From an optimization exercise on the open Yosys and OpenROAD flow, aimed at small area and a short achievable clock period; shortcuts taken in it are not production practice.
No activity file was given, so power comes from the tool's default toggle rates.

==> run a <==
==> flow/design.v <==
module CPU(reset, clk, imem_addr, imem_data, mem_addr, mem_wdata, mem_rdata, mem_read, mem_write);
input reset, clk;
output [31:0] imem_addr;
input [31:0] imem_data;
output [31:0] mem_addr;
output [31:0] mem_wdata;
input [31:0] mem_rdata;
output mem_read;
output mem_write;
reg [31:0] PC;
reg [31:0] ir;           
reg [31:0] pc4_id;       
reg [31:0] d1_ex;        
reg [31:0] d2_ex;        
reg [31:0] e_ex;         
reg        fwdA_ex, fwdB_ex, fwdS_ex;
reg        mrd_ex, mwr_ex, rw_ex, mv_ex, wv_ex, link_ex;
reg [4:0]  wreg_ex;
reg        sub_ex, add_ex, slt_ex, log_ex, sh_ex;
reg [1:0]  lop_ex, sop_ex;
reg [31:0] outZ_mem, d2_mem;
reg        mrd_mem, mwr_mem, mv_mem, wv_mem, link_mem;
reg [4:0]  wreg_mem;
reg [31:0] rf [1:31];
reg [31:1] rvalid;
wire [4:0] rs = ir[25:21];
wire [4:0] rt = ir[20:16];
wire is_branch, is_jump, is_jr, undef, is_lw, is_sw, regwrite, mv, wv;
wire alusrc1, alusrc2, link;
wire [4:0] wreg;
wire sub_d, add_d, slt_d, log_d, sh_d;
wire [1:0] lop_d, sop_d;
wire [31:0] lu_out;
id_decode dec (.ir(ir), .is_branch(is_branch), .is_jump(is_jump), .is_jr(is_jr), .undef(undef),
    .is_lw(is_lw), .is_sw(is_sw), .regwrite(regwrite), .wreg(wreg), .mv(mv), .wv(wv),
    .alusrc1(alusrc1), .alusrc2(alusrc2), .link(link),
    .sub(sub_d), .add(add_d), .slt(slt_d), .log(log_d), .sh(sh_d), .lop(lop_d), .sop(sop_d),
    .lu_out(lu_out));
wire [30:0] sel1, sel2;
wire [31:0] rf1, rf2;
genvar gj, gb;
generate
    for (gj = 1; gj < 32; gj = gj + 1) begin : dec1
        assign sel1[gj-1] = rvalid[gj] && (rs == gj);
        assign sel2[gj-1] = rvalid[gj] && (rt == gj);
    end
    for (gb = 0; gb < 32; gb = gb + 1) begin : rdcol
        wire [30:0] col;
        for (gj = 1; gj < 32; gj = gj + 1) begin : c
            assign col[gj-1] = rf[gj][gb];
        end
        rf_rdbit u1 (.s(sel1), .d(col), .y(rf1[gb]));
        rf_rdbit u2 (.s(sel2), .d(col), .y(rf2[gb]));
    end
endgenerate
wire ex_hit_rs = (wreg_ex == rs);
wire ex_hit_rt = (wreg_ex == rt);
wire loaduse = !is_sw && mrd_ex && (ex_hit_rs || ex_hit_rt);
wire special = rw_ex && (is_branch || is_jr) && (wreg_ex != 5'd0) && (ex_hit_rs || ex_hit_rt);
wire exflush = loaduse || special;
wire ifflush = is_branch || is_jump || is_jr || exflush;
wire fwdA_d = !alusrc1 && mv_ex && ex_hit_rs;
wire fwdB_d = !alusrc2 && mv_ex && ex_hit_rt;
wire fwdS_d = is_sw && mv_ex && ex_hit_rt;
wire mem_hit_rs = (wreg_mem == rs);
wire mem_hit_rt = (wreg_mem == rt);
wire wbA = !alusrc1 && wv_mem && mem_hit_rs;
wire wbB = (!alusrc2 || is_sw) && wv_mem && mem_hit_rt && !(rw_ex && ex_hit_rs);
wire [31:0] rt_val = wbB ? outZ_mem : rf2;
wire taken;
br_compare cmp (.a(rf1), .b(rf2), .z(outZ_mem), .fa(mv_mem && mem_hit_rs), .fb(mv_mem && mem_hit_rt), .eq(taken));
wire [31:0] PC_next;
next_pc npc (.pc(PC), .ir(ir), .rf1(rf1), .undef(undef), .exflush(exflush), .is_branch(is_branch),
    .taken(taken), .is_jump(is_jump), .is_jr(is_jr), .pc_next(PC_next), .pc4(pc4_next));
wire [31:0] pc4_next;
assign imem_addr = PC;
always @(negedge reset or posedge clk)
    if (!reset) PC <= 32'h0;
    else PC <= PC_next;
always @(negedge reset or posedge clk)
    if (!reset) ir <= 32'h0;
    else ir <= ifflush ? 32'h0 : imem_data;
always @(posedge clk) pc4_id <= pc4_next;
always @(posedge clk) begin
    d1_ex <= alusrc1 ? {27'h0, ir[10:6]} : (wbA ? outZ_mem : rf1);
    d2_ex <= alusrc2 ? lu_out : rt_val;
    e_ex  <= link ? pc4_id : rt_val;
    wreg_ex <= wreg;
    sub_ex <= sub_d; add_ex <= add_d; slt_ex <= slt_d; log_ex <= log_d; sh_ex <= sh_d;
    lop_ex <= lop_d; sop_ex <= sop_d;
    link_ex <= link;
end
always @(negedge reset or posedge clk)
    if (!reset) begin
        fwdA_ex <= 1'b0; fwdB_ex <= 1'b0; fwdS_ex <= 1'b0; mrd_ex <= 1'b0; mwr_ex <= 1'b0;
        rw_ex <= 1'b0; mv_ex <= 1'b0; wv_ex <= 1'b0;
    end else if (exflush) begin
        fwdA_ex <= 1'b0; fwdB_ex <= 1'b0; fwdS_ex <= 1'b0; mrd_ex <= 1'b0; mwr_ex <= 1'b0;
        rw_ex <= 1'b0; mv_ex <= 1'b0; wv_ex <= 1'b0;
    end else begin
        fwdA_ex <= fwdA_d; fwdB_ex <= fwdB_d; fwdS_ex <= fwdS_d; mrd_ex <= is_lw; mwr_ex <= is_sw;
        rw_ex <= regwrite; mv_ex <= mv; wv_ex <= wv;
    end
wire [31:0] inA = fwdA_ex ? outZ_mem : d1_ex;
wire [31:0] inB = fwdB_ex ? outZ_mem : d2_ex;
wire [31:0] alu_out;
alu alu0 (.a(inA), .b(inB), .sub(sub_ex), .add(add_ex), .slt(slt_ex), .log(log_ex), .sh(sh_ex),
    .lop(lop_ex), .sop(sop_ex), .y(alu_out));
always @(posedge clk) begin
    outZ_mem <= alu_out;
    d2_mem <= fwdS_ex ? outZ_mem : e_ex;
    wreg_mem <= wreg_ex;
    link_mem <= link_ex;
end
always @(negedge reset or posedge clk)
    if (!reset) begin
        mrd_mem <= 1'b0; mwr_mem <= 1'b0; mv_mem <= 1'b0; wv_mem <= 1'b0;
    end else begin
        mrd_mem <= mrd_ex; mwr_mem <= mwr_ex; mv_mem <= mv_ex; wv_mem <= wv_ex;
    end
assign mem_addr = outZ_mem;
assign mem_wdata = d2_mem;
assign mem_read = mrd_mem;
assign mem_write = mwr_mem;
wire [31:0] wdata = mrd_mem ? mem_rdata : link_mem ? d2_mem : outZ_mem;
integer i;
always @(posedge clk)
    for (i = 1; i < 32; i = i + 1)
        if (wv_mem && wreg_mem == i) rf[i] <= wdata;
always @(negedge reset or posedge clk)
    if (!reset) rvalid <= 31'h0;
    else for (i = 1; i < 32; i = i + 1)
        if (wv_mem && wreg_mem == i) rvalid[i] <= 1'b1;
endmodule
module id_decode(ir, is_branch, is_jump, is_jr, undef, is_lw, is_sw, regwrite, wreg, mv, wv,
    alusrc1, alusrc2, link, sub, add, slt, log, sh, lop, sop, lu_out);
input [31:0] ir;
output is_branch, is_jump, is_jr, undef, is_lw, is_sw, regwrite, mv, wv, alusrc1, alusrc2, link;
output [4:0] wreg;
output reg sub, add, slt, log, sh;
output reg [1:0] lop, sop;
output [31:0] lu_out;
wire [5:0] op = ir[31:26];
wire [5:0] fn = ir[5:0];
wire [4:0] rt = ir[20:16];
wire [4:0] rd = ir[15:11];
wire [15:0] imm16 = ir[15:0];
wire opR = (op == 6'h00);
wire fn_alu = (fn[5:3] == 3'b100);                        
wire fn_sh  = (fn == 6'h00) || (fn == 6'h02) || (fn == 6'h03);
wire fn_slt = (fn == 6'h2a);
wire fn_jr  = (fn == 6'h08) || (fn == 6'h09);
assign is_branch = (op == 6'h01) || (op[5:2] == 4'b0001);
assign is_jump   = (op == 6'h02) || (op == 6'h03);
assign is_jr     = opR && fn_jr;
wire is_itype  = (op[5:3] == 3'b001) || (op == 6'h10);      
assign is_lw = (op == 6'h23);
assign is_sw = (op == 6'h2b);
wire defined = is_branch || is_jump || is_itype || is_lw || is_sw ||
               (opR && (fn_jr || fn_alu || fn_sh || fn_slt));
assign undef = !defined;
assign regwrite = !((op == 6'h10) || is_sw || ((op[5:3] == 3'b000) && op != 6'h00 && op != 6'h03) ||
                    (opR && fn == 6'h08));
wire [1:0] regdst = opR ? 2'b00 : (op == 6'h03) ? 2'b10 :
                    ((op >= 6'h04 && op <= 6'h10) || op == 6'h01 || op == 6'h02 || is_lw || is_sw) ? 2'b01 : 2'b11;
assign wreg = (regdst == 2'b00) ? rd : (regdst == 2'b01) ? rt : (regdst == 2'b10) ? 5'd31 : 5'd26;
assign mv = regwrite && (wreg != 5'd0);
assign wv = mv && (regdst != 2'b11);
assign alusrc1 = opR && (fn[5:2] == 4'b0000);
assign alusrc2 = (op[5:3] != 3'b000) && (op != 6'h10);
wire memtoreg_alu = is_itype && op != 6'h10 || (opR && (fn_alu || fn_sh || fn_slt));
assign link = regwrite && !is_lw && !memtoreg_alu && (regdst != 2'b11);    
wire extop = !(op == 6'h0c || op == 6'h0d || op == 6'h0e);
wire luop = (op == 6'h0f);
assign lu_out = luop ? {imm16, 16'h0000} : {extop ? {16{imm16[15]}} : 16'h0000, imm16};
always @(*) begin
    sub = 1'b0; add = 1'b1; slt = 1'b0; log = 1'b0; sh = 1'b0; lop = 2'd0; sop = 2'd0;
    if (opR) begin
        case (fn)
        6'h22, 6'h23: sub = 1'b1;
        6'h24: begin add = 1'b0; log = 1'b1; lop = 2'd0; end
        6'h25: begin add = 1'b0; log = 1'b1; lop = 2'd1; end
        6'h26: begin add = 1'b0; log = 1'b1; lop = 2'd2; end
        6'h27: begin add = 1'b0; log = 1'b1; lop = 2'd3; end
        6'h00: begin add = 1'b0; sh = 1'b1; sop = 2'b00; end
        6'h02: begin add = 1'b0; sh = 1'b1; sop = 2'b01; end
        6'h03: begin add = 1'b0; sh = 1'b1; sop = 2'b11; end
        6'h2a: begin add = 1'b0; slt = 1'b1; sub = 1'b1; end
        default: ;
        endcase
    end else begin
        case (op)
        6'h0c: begin add = 1'b0; log = 1'b1; lop = 2'd0; end
        6'h0d: begin add = 1'b0; log = 1'b1; lop = 2'd1; end
        6'h0e: begin add = 1'b0; log = 1'b1; lop = 2'd2; end
        6'h0a: begin add = 1'b0; slt = 1'b1; sub = 1'b1; end
        6'h0b: add = 1'b0;
        default: ;
        endcase
    end
end
endmodule
module br_compare(a, b, z, fa, fb, eq);
input [31:0] a, b, z;
input fa, fb;
output eq;
wire [31:0] x = fa ? z : a;
wire [31:0] y = fb ? z : b;
assign eq = (x == y);
endmodule
module next_pc(pc, ir, rf1, undef, exflush, is_branch, taken, is_jump, is_jr, pc_next, pc4);
input [31:0] pc, ir, rf1;
input undef, exflush, is_branch, taken, is_jump, is_jr;
output [31:0] pc_next, pc4;
wire [31:0] off = {{14{ir[15]}}, ir[15:0], 2'b00};
wire [31:0] sum = pc + (is_branch ? off : 32'd4);
wire [31:0] pcm4 = {pc[31:2] - 30'd1, pc[1:0]};
assign pc4 = sum;
assign pc_next = undef ? 32'h8 :
                 exflush ? pcm4 :
                 is_branch ? (taken ? sum : pc) :
                 is_jump ? {sum[31:28], ir[25:0], 2'b00} :
                 is_jr ? rf1 :
                 sum;
endmodule
module alu(a, b, sub, add, slt, log, sh, lop, sop, y);
input [31:0] a, b;
input sub, add, slt, log, sh;
input [1:0] lop, sop;       
output [31:0] y;
wire [31:0] s = a + (sub ? ~b : b) + {31'h0, sub};
reg [31:0] l;
always @(*)
    case (lop)
    2'd0: l = a & b;
    2'd1: l = a | b;
    2'd2: l = a ^ b;
    default: l = ~(a | b);
    endcase
wire [31:0] br, sr, shv;
wire [63:0] sx;
genvar k;
generate for (k = 0; k < 32; k = k + 1) begin : rv
    assign br[k] = sop[0] ? b[k] : b[31-k];
    assign shv[k] = sop[0] ? sr[k] : sr[31-k];
end endgenerate
assign sx = {{32{sop[1] & b[31]}}, br} >> a[4:0];
assign sr = sx[31:0];
assign y = ({32{add}} & s) | {31'h0, slt & s[31]} | ({32{log}} & l) | ({32{sh}} & shv);
endmodule
module rf_rdbit(s, d, y);
input [30:0] s, d;
output y;
wire [10:0] g;
genvar k;
generate
    for (k = 0; k < 10; k = k + 1) begin : grp
        rf_aoi222 u (.a(s[3*k]), .b(d[3*k]), .c(s[3*k+1]), .d(d[3*k+1]), .e(s[3*k+2]), .f(d[3*k+2]), .y(g[k]));
    end
endgenerate
assign g[10] = ~(s[30] & d[30]);
assign y = ~(&g);
endmodule
module rf_aoi222(a, b, c, d, e, f, y);
input a, b, c, d, e, f;
output y;
assign y = ~((a & b) | (c & d) | (e & f));
endmodule
==> flow/run.sh <==
#!/bin/bash
# synth_recipe.tcl (not shown) runs the flow's synth.tcl, then flattens the netlist and writes it again
# the make line also repeats each setting of config.mk as NAME=value (left out here)
make -C /OpenROAD-flow-scripts/flow DESIGN_CONFIG=/design/flow/config.mk WORK_HOME=/design/flow/orfs CLKGATE_MAP_FILE= SYNTH_SCRIPT=/design/flow/synth_recipe.tcl finish
==> flow/config.mk <==
export PLATFORM = sky130hd
export DESIGN_NAME = CPU
export DESIGN_NICKNAME = CPU
export VERILOG_FILES = /design/flow/design.v
export SDC_FILE = /design/flow/constraint.sdc
export NUM_CORES = 8
export LEC_CHECK = 0
export CAP_MARGIN = 20
export CORE_MARGIN = 2
export CORE_UTILIZATION = 40
export SETUP_SLACK_MARGIN = 5
export SLEW_MARGIN = 20
export SYNTH_HIERARCHICAL = 1
==> flow/constraint.sdc <==
create_clock -name core_clock -period 10.0 [get_ports {clk}]
set_input_delay 2.0000 -clock core_clock [delete_from_list [all_inputs] [get_ports {clk}]]
set_output_delay 2.0000 -clock core_clock [all_outputs]
set_load 0.01 [all_outputs]
==> inputs of run b, as changes to run a <==
- CORE_UTILIZATION: 40 -> 30
==> inputs of run c, as changes to run a <==
- SETUP_SLACK_MARGIN: 5 -> default
==> comparison table <==
Result of the run: run c complete, no violations; run b complete, no violations; run a complete, no violations
Final Worst Setup Slack: run c 3030 ps; run b 4400 ps; run a 4280 ps
Site row count: run c 146; run b 169; run a 146
Final GP Congestion: run c 0.989; run b 0.991; run a 0.989
Resize count post-CTS: run c 0; run b 175; run a 133
Drt pass-1 iters: run c 14; run b 15; run a 14
Count of buffer and inverter cells on the critical path: run c 2; run b 5; run a 4
Fraction of layout cells with a size suffix above 1: run c 14.1%; run b 18.3%; run a 16.9%
Number of buffers inserted to repair setup after CTS: run c 0; run b 57; run a 49
Later-pin clock latency in the skew report: run c 820 ps; run b 850 ps; run a 830 ps
M2 GR Usage: run c 46.8%; run b 35.9%; run a 47.9%
Initial Util: run c 40.2%; run b 30.1%; run a 40.2%
Capturing point of the worst reg2reg path: run c PC[29]; run b PC[27]; run a PC[27]
Final cell area excluding filler cells: run c 73,400 um^2; run b 77,200 um^2; run a 75,000 um^2
Flop pwr share: run c 40.7%; run b 40.0%; run a 40.4%
Fill cell count: run c 14,100; run b 20,300; run a 14,000
Worst path required time: run c 10,660 ps; run b 10,700 ps; run a 10,680 ps
Final cycle utilization of the critical path: run c 69.7%; run b 56.0%; run a 57.2%
Launching point of the worst reg2reg path: run c ir[22]; run b ir[24]; run a ir[25]
Vias in the first global route: run c 49,000; run b 49,700; run a 49,500
Clock buffer count from CTS: run c 139; run b 138; run a 139
Clock buffer instance count of the final layout: run c 174; run b 175; run a 174
Worst setup endpoint: run c PC[29]; run b PC[27]; run a PC[27]
Global-route wire length before repair: run c 376,000 um; run b 389,000 um; run a 383,000 um
Power attributed to sequential cells: run c 7620 uW; run b 7660 uW; run a 7620 uW
Function was not checked in any run of this note: the RTL went through the layout flow alone.

==> afterwards: timing with drivers on the ports <==
In the flow no input, the clock included, has a driving cell. The finished layouts below were timed again as built, in two steps. Step 1: set_driving_cell puts a clkbuf_16 on clk and a buf_2 on each other input, an assumption about the parent block. Step 2 moves the port delays by t, midway between the first and last clock arrival at a register: inputs arrive t later, outputs are due t later. That takes back most of the time a late clock gives input paths. Slacks: ideal / step 1 / step 2; pairs: ideal / step 1.
run | t, ns | slack for setup (ns) | worst hold slack (ns) | clock arrival spread, ns
run a | 0.901 | 4.284 / 4.284 / 4.284 | 0.325 / 0.325 / 0.325 | 0.042 / 0.042
run b | 0.902 | 4.400 / 4.400 / 4.400 | 0.326 / 0.326 / 0.326 | 0.062 / 0.062
run c | 0.889 | 3.031 / 3.031 / 3.031 | 0.323 / 0.323 / 0.323 | 0.037 / 0.036
After both steps setup and hold are still met in every run listed.
